Context: an optimization exercise on an open-source flow, tuned for small area, a short achievable clock period and few clock cycles per item. The choices shown serve that exercise and are no tape-out recipe.
Where RTL was checked, it was by simulation tests only, not by an equivalence proof against the original.

==> job 8669 <==
## arctan
module arctan #
	(
		parameter integer C_S00_AXIS_TDATA_WIDTH	= 32,
		parameter integer C_M00_AXIS_TDATA_WIDTH	= 32,
    parameter integer ITERATIONS = 16
	)
	(
		input wire  s00_axis_aclk, s00_axis_aresetn,
		input wire  s00_axis_tlast, s00_axis_tvalid,
		input wire [C_S00_AXIS_TDATA_WIDTH-1 : 0] s00_axis_tdata,
		input wire [(C_S00_AXIS_TDATA_WIDTH/8)-1: 0] s00_axis_tstrb,
		output logic  s00_axis_tready,
		input wire  m00_axis_aclk, m00_axis_aresetn,
		input wire  m00_axis_tready,
		output logic  m00_axis_tvalid, m00_axis_tlast,
		output logic [C_M00_AXIS_TDATA_WIDTH-1 : 0] m00_axis_tdata,
		output logic [(C_M00_AXIS_TDATA_WIDTH/8)-1: 0] m00_axis_tstrb
	);
  logic ov;   
  wire adv = m00_axis_tready | ~ov;
  assign s00_axis_tready = adv;
  logic s0_v;
  logic [4:0] s0_side;
  logic signed [15:0] s0_x, s0_y;
  logic [1:0] s0_q;
  logic [0:0] s0_b;
  logic s1_v;
  logic [4:0] s1_side;
  logic signed [15:0] s1_x, s1_y;
  logic [1:0] s1_q;
  logic [1:0] s1_b;
  logic s2_v;
  logic [4:0] s2_side;
  logic signed [15:0] s2_x, s2_y;
  logic [1:0] s2_q;
  logic [2:0] s2_b;
  logic s3_v;
  logic [4:0] s3_side;
  logic signed [15:0] s3_x, s3_y;
  logic [1:0] s3_q;
  logic [3:0] s3_b;
  logic s4_v;
  logic [4:0] s4_side;
  logic signed [15:0] s4_x, s4_y;
  logic [1:0] s4_q;
  logic [4:0] s4_b;
  logic s5_v;
  logic [4:0] s5_side;
  logic signed [15:0] s5_x, s5_y;
  logic [1:0] s5_q;
  logic [5:0] s5_b;
  logic s6_v;
  logic [4:0] s6_side;
  logic signed [15:0] s6_x, s6_y;
  logic [1:0] s6_q;
  logic [6:0] s6_b;
  logic s7_v;
  logic [4:0] s7_side;
  logic signed [15:0] s7_x, s7_y;
  logic [1:0] s7_q;
  logic [7:0] s7_b;
  logic s8_v;
  logic [4:0] s8_side;
  logic signed [15:0] s8_x, s8_y;
  logic [1:0] s8_q;
  logic [8:0] s8_b;
  logic s9_v;
  logic [4:0] s9_side;
  logic signed [15:0] s9_x, s9_y;
  logic [1:0] s9_q;
  logic [9:0] s9_b;
  logic s10_v;
  logic [4:0] s10_side;
  logic signed [15:0] s10_x, s10_y;
  logic [1:0] s10_q;
  logic [10:0] s10_b;
  logic s11_v;
  logic [4:0] s11_side;
  logic signed [15:0] s11_x, s11_y;
  logic [1:0] s11_q;
  logic [11:0] s11_b;
  logic s12_v;
  logic [4:0] s12_side;
  logic signed [15:0] s12_x, s12_y;
  logic [1:0] s12_q;
  logic [12:0] s12_b;
  logic s13_v;
  logic [4:0] s13_side;
  logic signed [15:0] s13_x, s13_y;
  logic signed [18:0] s13_r;
  logic [0:0] s13_bl;
  ...
Settings: LEC_CHECK=0, CAP_MARGIN=20, CORE_MARGIN=2, CORE_UTILIZATION=50, PLACE_DENSITY=0.6, SETUP_SLACK_MARGIN=1.9, SLEW_MARGIN=20; clock period 5.0 ns.
run.sh (not shown) runs the stock make flow with config.mk's settings and CLKGATE_MAP_FILE= SYNTH_SCRIPT=/design/flow/synth_recipe.tcl, a recipe that flattens the netlist after the stock synthesis.
==> inputs of job 1203, as changes to job 8669 <==
--- a/flow/config.mk
+++ b/flow/config.mk
@@ -9,5 +9,4 @@
 export CORE_MARGIN = 2
-export CORE_UTILIZATION = 50
-export PLACE_DENSITY = 0.6
-export SETUP_SLACK_MARGIN = 1.9
+export CORE_UTILIZATION = 40
+export SETUP_SLACK_MARGIN = 1.7
 export SLEW_MARGIN = 20
==> qor summary <==
Result of the run: job 8669 complete, no violations; job 1203 complete, no violations
Fraction of area in multi-input gates: job 8669 0.450; job 1203 0.446
Fraction of layout instances using a drive strength above 1: job 8669 0.131; job 1203 0.0861
Synthesis-to-finish area growth: job 8669 17.0%; job 1203 15.0%
Global Route met2 Usage: job 8669 0.353; job 1203 0.273
Setup Slack @ Placement: job 8669 0.869 ns; job 1203 0.977 ns
Number of nets in the finished design: job 8669 4403; job 1203 4321
Slowest cell on crit path: job 8669 sky130_fd_sc_hd__a2111oi_4; job 1203 sky130_fd_sc_hd__edfxtp_1
Worst slew pin tran: job 8669 0.894 ns; job 1203 0.993 ns
Number of gates given a new drive strength after cts: job 8669 63; job 1203 25
Overall Global Routing Usage: job 8669 0.203; job 1203 0.154
Detailed-route wire length per cell: job 8669 17.2 um; job 1203 15.5 um
GR Layer Usage met1: job 8669 0.264; job 1203 0.191
Critical register-to-register path startpoint: job 8669 s11_b[11]$_DFFE_PN_; job 1203 s11_x[13]$_DFFE_PN_
Crit path arrival time: job 8669 3.95 ns; job 1203 3.92 ns
Function was not checked in any run of this note: the RTL went through the layout flow alone.

==> fjord <==
arctan, a different RTL version from the one above (not shown whole).
Settings: LEC_CHECK=0, CAP_MARGIN=20, CORE_MARGIN=2, CORE_UTILIZATION=40, SETUP_SLACK_MARGIN=1.7, SLEW_MARGIN=20; clock period 5.0 ns.
==> inputs of juniper, as changes to fjord <==
==> flow/design.v (replaced) <==
module arctan #
	(
		parameter integer C_S00_AXIS_TDATA_WIDTH	= 32,
		parameter integer C_M00_AXIS_TDATA_WIDTH	= 32,
    parameter integer ITERATIONS = 16
	)
	(
		input wire  s00_axis_aclk, s00_axis_aresetn,
		input wire  s00_axis_tlast, s00_axis_tvalid,
		input wire [C_S00_AXIS_TDATA_WIDTH-1 : 0] s00_axis_tdata,
		input wire [(C_S00_AXIS_TDATA_WIDTH/8)-1: 0] s00_axis_tstrb,
		output logic  s00_axis_tready,
		input wire  m00_axis_aclk, m00_axis_aresetn,
		input wire  m00_axis_tready,
		output logic  m00_axis_tvalid, m00_axis_tlast,
		output logic [C_M00_AXIS_TDATA_WIDTH-1 : 0] m00_axis_tdata,
		output logic [(C_M00_AXIS_TDATA_WIDTH/8)-1: 0] m00_axis_tstrb
	);
  logic ov;   
  wire adv = m00_axis_tready | ~ov;
  assign s00_axis_tready = adv;
  wire signed [15:0] x_in = s00_axis_tdata[15:0];
  wire signed [15:0] y_in = s00_axis_tdata[31:16];
  logic s0_v;
  logic [4:0] s0_side;
  logic signed [15:0] s0_x, s0_y;
  logic [1:0] s0_q;
  logic [0:0] s0_b;
  logic s1_v;
  logic [4:0] s1_side;
  logic signed [15:0] s1_x, s1_y;
  logic [1:0] s1_q;
  logic [1:0] s1_b;
  logic s2_v;
  logic [4:0] s2_side;
  logic signed [15:0] s2_x, s2_y;
  logic [1:0] s2_q;
  logic [2:0] s2_b;
  logic s3_v;
  logic [4:0] s3_side;
  logic signed [15:0] s3_x, s3_y;
  logic [1:0] s3_q;
  logic [3:0] s3_b;
  logic s4_v;
  logic [4:0] s4_side;
  logic signed [15:0] s4_x, s4_y;
  logic [1:0] s4_q;
  logic [4:0] s4_b;
  logic s5_v;
  logic [4:0] s5_side;
  logic signed [15:0] s5_x, s5_y;
  logic [1:0] s5_q;
  logic [5:0] s5_b;
  logic s6_v;
  logic [4:0] s6_side;
  logic signed [15:0] s6_x, s6_y;
  logic [1:0] s6_q;
  logic [6:0] s6_b;
  logic s7_v;
  logic [4:0] s7_side;
  logic signed [15:0] s7_x, s7_y;
  logic [1:0] s7_q;
  logic [7:0] s7_b;
  logic s8_v;
  logic [4:0] s8_side;
  logic signed [15:0] s8_x, s8_y;
  logic [1:0] s8_q;
  logic [8:0] s8_b;
  logic s9_v;
  logic [4:0] s9_side;
  logic signed [15:0] s9_x, s9_y;
  logic [1:0] s9_q;
  logic [9:0] s9_b;
  logic s10_v;
  logic [4:0] s10_side;
  logic signed [15:0] s10_x, s10_y;
  logic [1:0] s10_q;
  logic [10:0] s10_b;
  logic s11_v;
  logic [4:0] s11_side;
  logic signed [15:0] s11_x, s11_y;
  logic [1:0] s11_q;
  logic [11:0] s11_b;
  logic s12_v;
  logic [4:0] s12_side;
  logic signed [15:0] s12_x, s12_y;
  logic [1:0] s12_q;
  logic [12:0] s12_b;
  logic s13_v;
  logic [4:0] s13_side;
  logic signed [15:0] s13_x, s13_y;
  logic signed [18:0] s13_kk;
  logic [1:0] s13_q;
  logic [13:0] s13_b;
  logic s14_v;
  logic [4:0] s14_side;
  logic signed [18:0] s14_r;
  logic signed [4:0] s14_pc;
  logic [1:0] s14_bl;
  wire c0_neg = x_in[15];
  wire c0_yneg = y_in[15];
  logic signed [15:0] c0_xf, c0_yf;
  assign c0_xf = (x_in ^ {16{c0_neg}}) + 16'(c0_neg);
  assign c0_yf = (y_in ^ {16{c0_neg}}) + 16'(c0_neg);
  wire c0_dn0 = ~c0_yf[15];   
  logic [0:0] c0_b;
  assign c0_b = {c0_dn0};
  always_ff @(posedge s00_axis_aclk) begin
    if (s00_axis_aresetn == 1'b0) s0_v <= 1'b0;
    else if (adv) s0_v <= s00_axis_tvalid;
  end
  always_ff @(posedge s00_axis_aclk) begin
    if (adv) begin
      s0_x <= c0_xf;
      s0_y <= c0_yf;
      s0_q <= {c0_neg, c0_yneg};
      s0_b <= c0_b;
      s0_side <= {s00_axis_tlast, s00_axis_tstrb};
    end
  end
  wire c1_d0 = s0_b[0];   
  logic signed [15:0] c1_x1, c1_y1;
  logic signed [15:0] c1_x1_op;
  assign c1_x1_op = (s0_y >>> 0);
  logic [16:0] c1_x1_s;
  assign c1_x1_s = {s0_x, 1'b1} + {c1_x1_op ^ {16{s0_y[15]}}, s0_y[15]};
  assign c1_x1 = c1_x1_s[16:1];
  logic signed [15:0] c1_y1_op;
  assign c1_y1_op = (s0_x >>> 0);
  logic [16:0] c1_y1_s;
  assign c1_y1_s = {s0_y, 1'b1} + {c1_y1_op ^ {16{c1_d0}}, c1_d0};
  assign c1_y1 = c1_y1_s[16:1];
  wire c1_dn1 = ~c1_y1[15];   
  logic [1:0] c1_b;
  assign c1_b = {c1_dn1, s0_b};
  always_ff @(posedge s00_axis_aclk) begin
    if (s00_axis_aresetn == 1'b0) s1_v <= 1'b0;
    else if (adv) s1_v <= s0_v;
  end
  always_ff @(posedge s00_axis_aclk) begin
    if (adv) begin
      s1_x <= c1_x1;
      s1_y <= c1_y1;
      s1_q <= s0_q;
      s1_b <= c1_b;
      s1_side <= s0_side;
    end
  end
  wire c2_d1 = s1_b[1];   
  logic signed [15:0] c2_x2, c2_y2;
  logic signed [15:0] c2_x2_op;
  assign c2_x2_op = (s1_y >>> 1);
  logic [16:0] c2_x2_s;
  assign c2_x2_s = {s1_x, 1'b1} + {c2_x2_op ^ {16{s1_y[15]}}, s1_y[15]};
  assign c2_x2 = c2_x2_s[16:1];
  logic signed [15:0] c2_y2_op;
  assign c2_y2_op = (s1_x >>> 1);
  logic [16:0] c2_y2_s;
  assign c2_y2_s = {s1_y, 1'b1} + {c2_y2_op ^ {16{c2_d1}}, c2_d1};
  assign c2_y2 = c2_y2_s[16:1];
  wire c2_dn2 = ~c2_y2[15];   
  logic [2:0] c2_b;
  assign c2_b = {c2_dn2, s1_b};
  always_ff @(posedge s00_axis_aclk) begin
    if (s00_axis_aresetn == 1'b0) s2_v <= 1'b0;
    else if (adv) s2_v <= s1_v;
  end
  always_ff @(posedge s00_axis_aclk) begin
    if (adv) begin
      s2_x <= c2_x2;
      s2_y <= c2_y2;
      s2_q <= s1_q;
      s2_b <= c2_b;
      s2_side <= s1_side;
    end
  end
  wire c3_d2 = s2_b[2];   
  logic signed [15:0] c3_x3, c3_y3;
  logic signed [15:0] c3_x3_op;
  assign c3_x3_op = (s2_y >>> 2);
  logic [16:0] c3_x3_s;
  assign c3_x3_s = {s2_x, 1'b1} + {c3_x3_op ^ {16{s2_y[15]}}, s2_y[15]};
  assign c3_x3 = c3_x3_s[16:1];
  logic signed [15:0] c3_y3_op;
  assign c3_y3_op = (s2_x >>> 2);
  logic [16:0] c3_y3_s;
  assign c3_y3_s = {s2_y, 1'b1} + {c3_y3_op ^ {16{c3_d2}}, c3_d2};
  assign c3_y3 = c3_y3_s[16:1];
  wire c3_dn3 = ~c3_y3[15];   
  logic [3:0] c3_b;
  assign c3_b = {c3_dn3, s2_b};
  always_ff @(posedge s00_axis_aclk) begin
    if (s00_axis_aresetn == 1'b0) s3_v <= 1'b0;
    else if (adv) s3_v <= s2_v;
  end
  always_ff @(posedge s00_axis_aclk) begin
    if (adv) begin
      s3_x <= c3_x3;
      s3_y <= c3_y3;
      s3_q <= s2_q;
      s3_b <= c3_b;
      s3_side <= s2_side;
    end
  end
  wire c4_d3 = s3_b[3];   
  logic signed [15:0] c4_x4, c4_y4;
  logic signed [15:0] c4_x4_op;
  assign c4_x4_op = (s3_y >>> 3);
  logic [16:0] c4_x4_s;
  assign c4_x4_s = {s3_x, 1'b1} + {c4_x4_op ^ {16{s3_y[15]}}, s3_y[15]};
  assign c4_x4 = c4_x4_s[16:1];
  logic signed [15:0] c4_y4_op;
  assign c4_y4_op = (s3_x >>> 3);
  logic [16:0] c4_y4_s;
  assign c4_y4_s = {s3_y, 1'b1} + {c4_y4_op ^ {16{c4_d3}}, c4_d3};
  assign c4_y4 = c4_y4_s[16:1];
  wire c4_dn4 = ~c4_y4[15];   
  logic [4:0] c4_b;
  assign c4_b = {c4_dn4, s3_b};
  always_ff @(posedge s00_axis_aclk) begin
    if (s00_axis_aresetn == 1'b0) s4_v <= 1'b0;
    else if (adv) s4_v <= s3_v;
  end
  always_ff @(posedge s00_axis_aclk) begin
    if (adv) begin
      s4_x <= c4_x4;
      s4_y <= c4_y4;
      s4_q <= s3_q;
      s4_b <= c4_b;
      s4_side <= s3_side;
    end
  end
  wire c5_d4 = s4_b[4];   
  logic signed [15:0] c5_x5, c5_y5;
  logic signed [15:0] c5_x5_op;
  assign c5_x5_op = (s4_y >>> 4);
  logic [16:0] c5_x5_s;
  assign c5_x5_s = {s4_x, 1'b1} + {c5_x5_op ^ {16{s4_y[15]}}, s4_y[15]};
  assign c5_x5 = c5_x5_s[16:1];
  logic signed [15:0] c5_y5_op;
  assign c5_y5_op = (s4_x >>> 4);
  logic [16:0] c5_y5_s;
  assign c5_y5_s = {s4_y, 1'b1} + {c5_y5_op ^ {16{c5_d4}}, c5_d4};
  assign c5_y5 = c5_y5_s[16:1];
  wire c5_dn5 = ~c5_y5[15];   
  logic [5:0] c5_b;
  assign c5_b = {c5_dn5, s4_b};
  always_ff @(posedge s00_axis_aclk) begin
    if (s00_axis_aresetn == 1'b0) s5_v <= 1'b0;
    else if (adv) s5_v <= s4_v;
  end
  always_ff @(posedge s00_axis_aclk) begin
    if (adv) begin
      s5_x <= c5_x5;
      s5_y <= c5_y5;
      s5_q <= s4_q;
      s5_b <= c5_b;
      s5_side <= s4_side;
    end
  end
  wire c6_d5 = s5_b[5];   
  logic signed [15:0] c6_x6, c6_y6;
  logic signed [15:0] c6_x6_op;
  assign c6_x6_op = (s5_y >>> 5);
  logic [16:0] c6_x6_s;
  assign c6_x6_s = {s5_x, 1'b1} + {c6_x6_op ^ {16{s5_y[15]}}, s5_y[15]};
  assign c6_x6 = c6_x6_s[16:1];
  logic signed [15:0] c6_y6_op;
  assign c6_y6_op = (s5_x >>> 5);
  logic [16:0] c6_y6_s;
  assign c6_y6_s = {s5_y, 1'b1} + {c6_y6_op ^ {16{c6_d5}}, c6_d5};
  assign c6_y6 = c6_y6_s[16:1];
  wire c6_dn6 = ~c6_y6[15];   
  logic [6:0] c6_b;
  assign c6_b = {c6_dn6, s5_b};
  always_ff @(posedge s00_axis_aclk) begin
    if (s00_axis_aresetn == 1'b0) s6_v <= 1'b0;
    else if (adv) s6_v <= s5_v;
  end
  always_ff @(posedge s00_axis_aclk) begin
    if (adv) begin
      s6_x <= c6_x6;
      s6_y <= c6_y6;
      s6_q <= s5_q;
      s6_b <= c6_b;
      s6_side <= s5_side;
    end
  end
  wire c7_d6 = s6_b[6];   
  logic signed [15:0] c7_x7, c7_y7;
  logic signed [15:0] c7_x7_op;
  assign c7_x7_op = (s6_y >>> 6);
  logic [16:0] c7_x7_s;
  assign c7_x7_s = {s6_x, 1'b1} + {c7_x7_op ^ {16{s6_y[15]}}, s6_y[15]};
  assign c7_x7 = c7_x7_s[16:1];
  logic signed [15:0] c7_y7_op;
  assign c7_y7_op = (s6_x >>> 6);
  logic [16:0] c7_y7_s;
  assign c7_y7_s = {s6_y, 1'b1} + {c7_y7_op ^ {16{c7_d6}}, c7_d6};
  assign c7_y7 = c7_y7_s[16:1];
  wire c7_dn7 = ~c7_y7[15];   
  logic [7:0] c7_b;
  assign c7_b = {c7_dn7, s6_b};
  always_ff @(posedge s00_axis_aclk) begin
    if (s00_axis_aresetn == 1'b0) s7_v <= 1'b0;
    else if (adv) s7_v <= s6_v;
  end
  always_ff @(posedge s00_axis_aclk) begin
    if (adv) begin
      s7_x <= c7_x7;
      s7_y <= c7_y7;
      s7_q <= s6_q;
      s7_b <= c7_b;
      s7_side <= s6_side;
    end
  end
  wire c8_d7 = s7_b[7];   
  logic signed [15:0] c8_x8, c8_y8;
  logic signed [15:0] c8_x8_op;
  assign c8_x8_op = (s7_y >>> 7);
  logic [16:0] c8_x8_s;
  assign c8_x8_s = {s7_x, 1'b1} + {c8_x8_op ^ {16{s7_y[15]}}, s7_y[15]};
  assign c8_x8 = c8_x8_s[16:1];
  logic signed [15:0] c8_y8_op;
  assign c8_y8_op = (s7_x >>> 7);
  logic [16:0] c8_y8_s;
  assign c8_y8_s = {s7_y, 1'b1} + {c8_y8_op ^ {16{c8_d7}}, c8_d7};
  assign c8_y8 = c8_y8_s[16:1];
  wire c8_dn8 = ~c8_y8[15];   
  logic [8:0] c8_b;
  assign c8_b = {c8_dn8, s7_b};
  always_ff @(posedge s00_axis_aclk) begin
    if (s00_axis_aresetn == 1'b0) s8_v <= 1'b0;
    else if (adv) s8_v <= s7_v;
  end
  always_ff @(posedge s00_axis_aclk) begin
    if (adv) begin
      s8_x <= c8_x8;
      s8_y <= c8_y8;
      s8_q <= s7_q;
      s8_b <= c8_b;
      s8_side <= s7_side;
    end
  end
  wire c9_d8 = s8_b[8];   
  logic signed [15:0] c9_x9, c9_y9;
  logic signed [15:0] c9_x9_op;
  assign c9_x9_op = (s8_y >>> 8);
  logic [16:0] c9_x9_s;
  assign c9_x9_s = {s8_x, 1'b1} + {c9_x9_op ^ {16{s8_y[15]}}, s8_y[15]};
  assign c9_x9 = c9_x9_s[16:1];
  logic signed [15:0] c9_y9_op;
  assign c9_y9_op = (s8_x >>> 8);
  logic [16:0] c9_y9_s;
  assign c9_y9_s = {s8_y, 1'b1} + {c9_y9_op ^ {16{c9_d8}}, c9_d8};
  assign c9_y9 = c9_y9_s[16:1];
  wire c9_dn9 = ~c9_y9[15];   
  logic [9:0] c9_b;
  assign c9_b = {c9_dn9, s8_b};
  always_ff @(posedge s00_axis_aclk) begin
    if (s00_axis_aresetn == 1'b0) s9_v <= 1'b0;
    else if (adv) s9_v <= s8_v;
  end
  always_ff @(posedge s00_axis_aclk) begin
    if (adv) begin
      s9_x <= c9_x9;
      s9_y <= c9_y9;
      s9_q <= s8_q;
      s9_b <= c9_b;
      s9_side <= s8_side;
    end
  end
  wire c10_d9 = s9_b[9];   
  logic signed [15:0] c10_x10, c10_y10;
  logic signed [15:0] c10_x10_op;
  assign c10_x10_op = (s9_y >>> 9);
  logic [16:0] c10_x10_s;
  assign c10_x10_s = {s9_x, 1'b1} + {c10_x10_op ^ {16{s9_y[15]}}, s9_y[15]};
  assign c10_x10 = c10_x10_s[16:1];
  logic signed [15:0] c10_y10_op;
  assign c10_y10_op = (s9_x >>> 9);
  logic [16:0] c10_y10_s;
  assign c10_y10_s = {s9_y, 1'b1} + {c10_y10_op ^ {16{c10_d9}}, c10_d9};
  assign c10_y10 = c10_y10_s[16:1];
  wire c10_dn10 = ~c10_y10[15];   
  logic [10:0] c10_b;
  assign c10_b = {c10_dn10, s9_b};
  always_ff @(posedge s00_axis_aclk) begin
    if (s00_axis_aresetn == 1'b0) s10_v <= 1'b0;
    else if (adv) s10_v <= s9_v;
  end
  always_ff @(posedge s00_axis_aclk) begin
    if (adv) begin
      s10_x <= c10_x10;
      s10_y <= c10_y10;
      s10_q <= s9_q;
      s10_b <= c10_b;
      s10_side <= s9_side;
    end
  end
  wire c11_d10 = s10_b[10];   
  logic signed [15:0] c11_x11, c11_y11;
  logic signed [15:0] c11_x11_op;
  assign c11_x11_op = (s10_y >>> 10);
  logic [16:0] c11_x11_s;
  assign c11_x11_s = {s10_x, 1'b1} + {c11_x11_op ^ {16{s10_y[15]}}, s10_y[15]};
  assign c11_x11 = c11_x11_s[16:1];
  logic signed [15:0] c11_y11_op;
  assign c11_y11_op = (s10_x >>> 10);
  logic [16:0] c11_y11_s;
  assign c11_y11_s = {s10_y, 1'b1} + {c11_y11_op ^ {16{c11_d10}}, c11_d10};
  assign c11_y11 = c11_y11_s[16:1];
  wire c11_dn11 = ~c11_y11[15];   
  logic [11:0] c11_b;
  assign c11_b = {c11_dn11, s10_b};
  always_ff @(posedge s00_axis_aclk) begin
    if (s00_axis_aresetn == 1'b0) s11_v <= 1'b0;
    else if (adv) s11_v <= s10_v;
  end
  always_ff @(posedge s00_axis_aclk) begin
    if (adv) begin
      s11_x <= c11_x11;
      s11_y <= c11_y11;
      s11_q <= s10_q;
      s11_b <= c11_b;
      s11_side <= s10_side;
    end
  end
  wire c12_d11 = s11_b[11];   
  logic signed [15:0] c12_x12, c12_y12;
  logic signed [15:0] c12_x12_op;
  assign c12_x12_op = (s11_y >>> 11);
  logic [16:0] c12_x12_s;
  assign c12_x12_s = {s11_x, 1'b1} + {c12_x12_op ^ {16{s11_y[15]}}, s11_y[15]};
  assign c12_x12 = c12_x12_s[16:1];
  logic signed [15:0] c12_y12_op;
  assign c12_y12_op = (s11_x >>> 11);
  logic [16:0] c12_y12_s;
  assign c12_y12_s = {s11_y, 1'b1} + {c12_y12_op ^ {16{c12_d11}}, c12_d11};
  assign c12_y12 = c12_y12_s[16:1];
  wire c12_dn12 = ~c12_y12[15];   
  logic [12:0] c12_b;
  assign c12_b = {c12_dn12, s11_b};
  always_ff @(posedge s00_axis_aclk) begin
    if (s00_axis_aresetn == 1'b0) s12_v <= 1'b0;
    else if (adv) s12_v <= s11_v;
  end
  always_ff @(posedge s00_axis_aclk) begin
    if (adv) begin
      s12_x <= c12_x12;
      s12_y <= c12_y12;
      s12_q <= s11_q;
      s12_b <= c12_b;
      s12_side <= s11_side;
    end
  end
  wire c13_d12 = s12_b[12];   
  logic signed [15:0] c13_x13, c13_y13;
  logic signed [15:0] c13_x13_op;
  assign c13_x13_op = (s12_y >>> 12);
  logic [16:0] c13_x13_s;
  assign c13_x13_s = {s12_x, 1'b1} + {c13_x13_op ^ {16{s12_y[15]}}, s12_y[15]};
  assign c13_x13 = c13_x13_s[16:1];
  logic signed [15:0] c13_y13_op;
  assign c13_y13_op = (s12_x >>> 12);
  logic [16:0] c13_y13_s;
  assign c13_y13_s = {s12_y, 1'b1} + {c13_y13_op ^ {16{c13_d12}}, c13_d12};
  assign c13_y13 = c13_y13_s[16:1];
  logic signed [18:0] c13_k, c13_kc;
  logic [18:0] c13_kt;
  assign c13_kc = s12_q[1] ? (s12_q[0] ? -19'sd160052 : 19'sd45834) : -19'sd57109;
  assign c13_kt = (s12_b[4] ? (s12_b[3] ? (s12_b[2] ? (s12_b[1] ? (s12_b[0] ? 19'd110146 : 19'd58676) : (s12_b[0] ? 19'd79762 : 19'd28292)) : (s12_b[1] ? (s12_b[0] ? 19'd94092 : 19'd42622) : (s12_b[0] ? 19'd63708 : 19'd12238))) : (s12_b[2] ? (s12_b[1] ? (s12_b[0] ? 19'd101998 : 19'd50528) : (s12_b[0] ? 19'd71614 : 19'd20144)) : (s12_b[1] ? (s12_b[0] ? 19'd85944 : 19'd34474) : (s12_b[0] ? 19'd55560 : 19'd4090)))) : (s12_b[3] ? (s12_b[2] ? (s12_b[1] ? (s12_b[0] ? 19'd106056 : 19'd54586) : (s12_b[0] ? 19'd75672 : 19'd24202)) : (s12_b[1] ? (s12_b[0] ? 19'd90002 : 19'd38532) : (s12_b[0] ? 19'd59618 : 19'd8148))) : (s12_b[2] ? (s12_b[1] ? (s12_b[0] ? 19'd97908 : 19'd46438) : (s12_b[0] ? 19'd67524 : 19'd16054)) : (s12_b[1] ? (s12_b[0] ? 19'd81854 : 19'd30384) : (s12_b[0] ? 19'd51470 : 19'd0)))));
  assign c13_k = c13_kc + c13_kt;
  wire c13_dn13 = ~c13_y13[15];   
  logic [13:0] c13_b;
  assign c13_b = {c13_dn13, s12_b};
  always_ff @(posedge s00_axis_aclk) begin
    if (s00_axis_aresetn == 1'b0) s13_v <= 1'b0;
    else if (adv) s13_v <= s12_v;
  end
  always_ff @(posedge s00_axis_aclk) begin
    if (adv) begin
      s13_x <= c13_x13;
      s13_y <= c13_y13;
      s13_kk <= c13_k;
      s13_q <= s12_q;
      s13_b <= c13_b;
      s13_side <= s12_side;
    end
  end
  wire c14_d13 = s13_b[13];   
  logic signed [15:0] c14_y14;
  logic signed [15:0] c14_y14_op;
  assign c14_y14_op = (s13_x >>> 13);
  logic [16:0] c14_y14_s;
  assign c14_y14_s = {s13_y, 1'b1} + {c14_y14_op ^ {16{c14_d13}}, c14_d13};
  assign c14_y14 = c14_y14_s[16:1];
  wire c14_d14 = ~c14_y14[15];   
  logic signed [18:0] c14_k;
  assign c14_k = s13_kk;
  logic [18:0] c14_bv;
  assign c14_bv = {1'b0, 1'b0, 1'b0, 1'b0, 1'b0, 1'b0, 1'b0, s13_b[5], s13_b[6], s13_b[7], s13_b[8], s13_b[9], s13_b[10], s13_b[11], s13_b[12], 1'b0, 1'b0, 1'b0, 1'b0};
  logic signed [18:0] c14_r;
  logic [8:0] c14_lo;
  assign c14_lo = {1'b0, c14_k[11:4]} + {1'b0, c14_bv[11:4]};
  logic [6:0] c14_h0, c14_h1;
  assign c14_h0 = c14_k[18:12];
  assign c14_h1 = c14_k[18:12] + 7'd1;
  assign c14_r = {c14_lo[8] ? c14_h1 : c14_h0, c14_lo[7:0], c14_k[3:0]};
  logic [3:0] c14_pc;   
  assign c14_pc = 4'(s13_b[5]) + 4'(s13_b[6]) + 4'(s13_b[7]) + 4'(s13_b[8]) + 4'(s13_b[9]) + 4'(s13_b[10]) + 4'(s13_b[11]) + 4'(s13_b[12]);
  logic signed [4:0] c14_t;
  assign c14_t = {3'b000, s13_b[13], s13_b[13]} - {1'b0, c14_pc};
  logic [14:0] c14_b;
  assign c14_b = {c14_d14, s13_b};
  always_ff @(posedge s00_axis_aclk) begin
    if (s00_axis_aresetn == 1'b0) s14_v <= 1'b0;
    else if (adv) s14_v <= s13_v;
  end
  always_ff @(posedge s00_axis_aclk) begin
    if (adv) begin
      s14_r <= c14_r;
      s14_pc <= c14_t;
      s14_bl <= c14_b[14:13];
      s14_side <= s13_side;
    end
  end
  logic signed [18:0] c15_ph;
  logic [18:0] c15_su;
  assign c15_su = {s14_r[18:1], 1'b1} + {18'(s14_pc), s14_bl[1]};
  assign c15_ph = {c15_su[18:1], s14_r[0]};
  logic signed [18:0] o_ph;
  logic [4:0] o_side;
  always_ff @(posedge s00_axis_aclk) begin
    if (s00_axis_aresetn == 1'b0) ov <= 1'b0;
    else if (adv) ov <= s14_v;
  end
  always_ff @(posedge s00_axis_aclk) begin
    if (adv) begin
      o_ph <= c15_ph;
      o_side <= s14_side;
    end
  end
  assign m00_axis_tvalid = ov;
  assign m00_axis_tdata = {{(C_M00_AXIS_TDATA_WIDTH-19){o_ph[18]}}, o_ph};
  assign m00_axis_tlast = o_side[4];
  assign m00_axis_tstrb = o_side[3:0];
endmodule
==> run notes <==
quantity                                                                juniper       fjord
Share of final-layout standard cells stronger than drive strength 1       7.25%       6.82%
Origin of the worst setup path                                         s12_b[0]    s12_b[1]
Sequential fraction of the synthesis area                                 48.3%       47.6%
Via count of the first global-routing pass                                27.4k       27.7k
Worst hold slack                                                       0.401 ns    0.410 ns
Min-delay src                                                           s0_q[1]  s9_side[4]
Detailed-route wire length per cell                                     15.3 um     15.2 um
Clock tree skew after final layout                                    0.0255 ns   0.0330 ns
First-pass GRT wire length                                            138000 um   140000 um
Simple logic cell fraction of the synthesized area                        9.93%       11.4%
Capturing instance or port of the critical path                      s13_kk[13]  s13_kk[17]
Sequential fraction of total cell area                                    42.6%       42.2%
Routed wire length on met2                                             42600 um    42100 um
Number of clock sinks seen by CTS                                           718         705
FF-to-FF Start                                                         s12_b[0]    s12_b[1]
Number of synthesized flops with an enable pin                              702         689
Status                                         no timing/DRC/antenna violations  no timing/DRC/antenna violations
Register-to-register setup slack                                        1.75 ns     1.69 ns
Placed Cells incl. Taps                                                    5364        5417
Total area of sequential cells                                       0.0214 mm2  0.0210 mm2
Testbench counts of juniper, summed over its fixed seeds: cycles 16,128, items 16,000.
For fjord, only the layout was checked, not whether the RTL still works.

==> afterwards: timing with drivers on the ports <==
Ports are ideal in the flow. The routed layouts listed here were re-timed in OpenROAD. Step 1 sets driving cells, clkbuf_16 on the clock port and buf_2 on the other inputs (assumed; they add their load-dependent delay and slew). Step 2, shift: input delay + t, output delay - t, t = (earliest + latest rising clock arrival at the registers) / 2. This alone moves slack from input paths to output paths. Three values: ideal, step 1, step 2; two values: the first two.
| run | shift t [ns] | slack for setup (ns) | worst hold slack (ns) | latest minus earliest clock arrival (ns) | cell pins on the clock port's net |
|---|---|---|---|---|---|
| job 8669 | 0.683 | 1.547 / 1.547 / 1.178 | 0.400 / 0.400 / 0.400 | 0.029 / 0.029 | 1 |
| job 1203 | 0.698 | 1.604 / 1.604 / 1.081 | 0.410 / 0.410 / 0.410 | 0.020 / 0.021 | 1 |
| fjord | 0.679 | 1.692 / 1.692 / 1.469 | 0.410 / 0.410 / 0.410 | 0.039 / 0.038 | 1 |
| juniper | 0.685 | 1.753 / 1.753 / 1.270 | 0.401 / 0.401 / 0.401 | 0.034 / 0.034 | 1 |
After both steps setup and hold are still met in every run listed. The setup slack of job 1203, which loses most, moves by 0.000 ns with the drivers and by -0.523 ns with both steps.
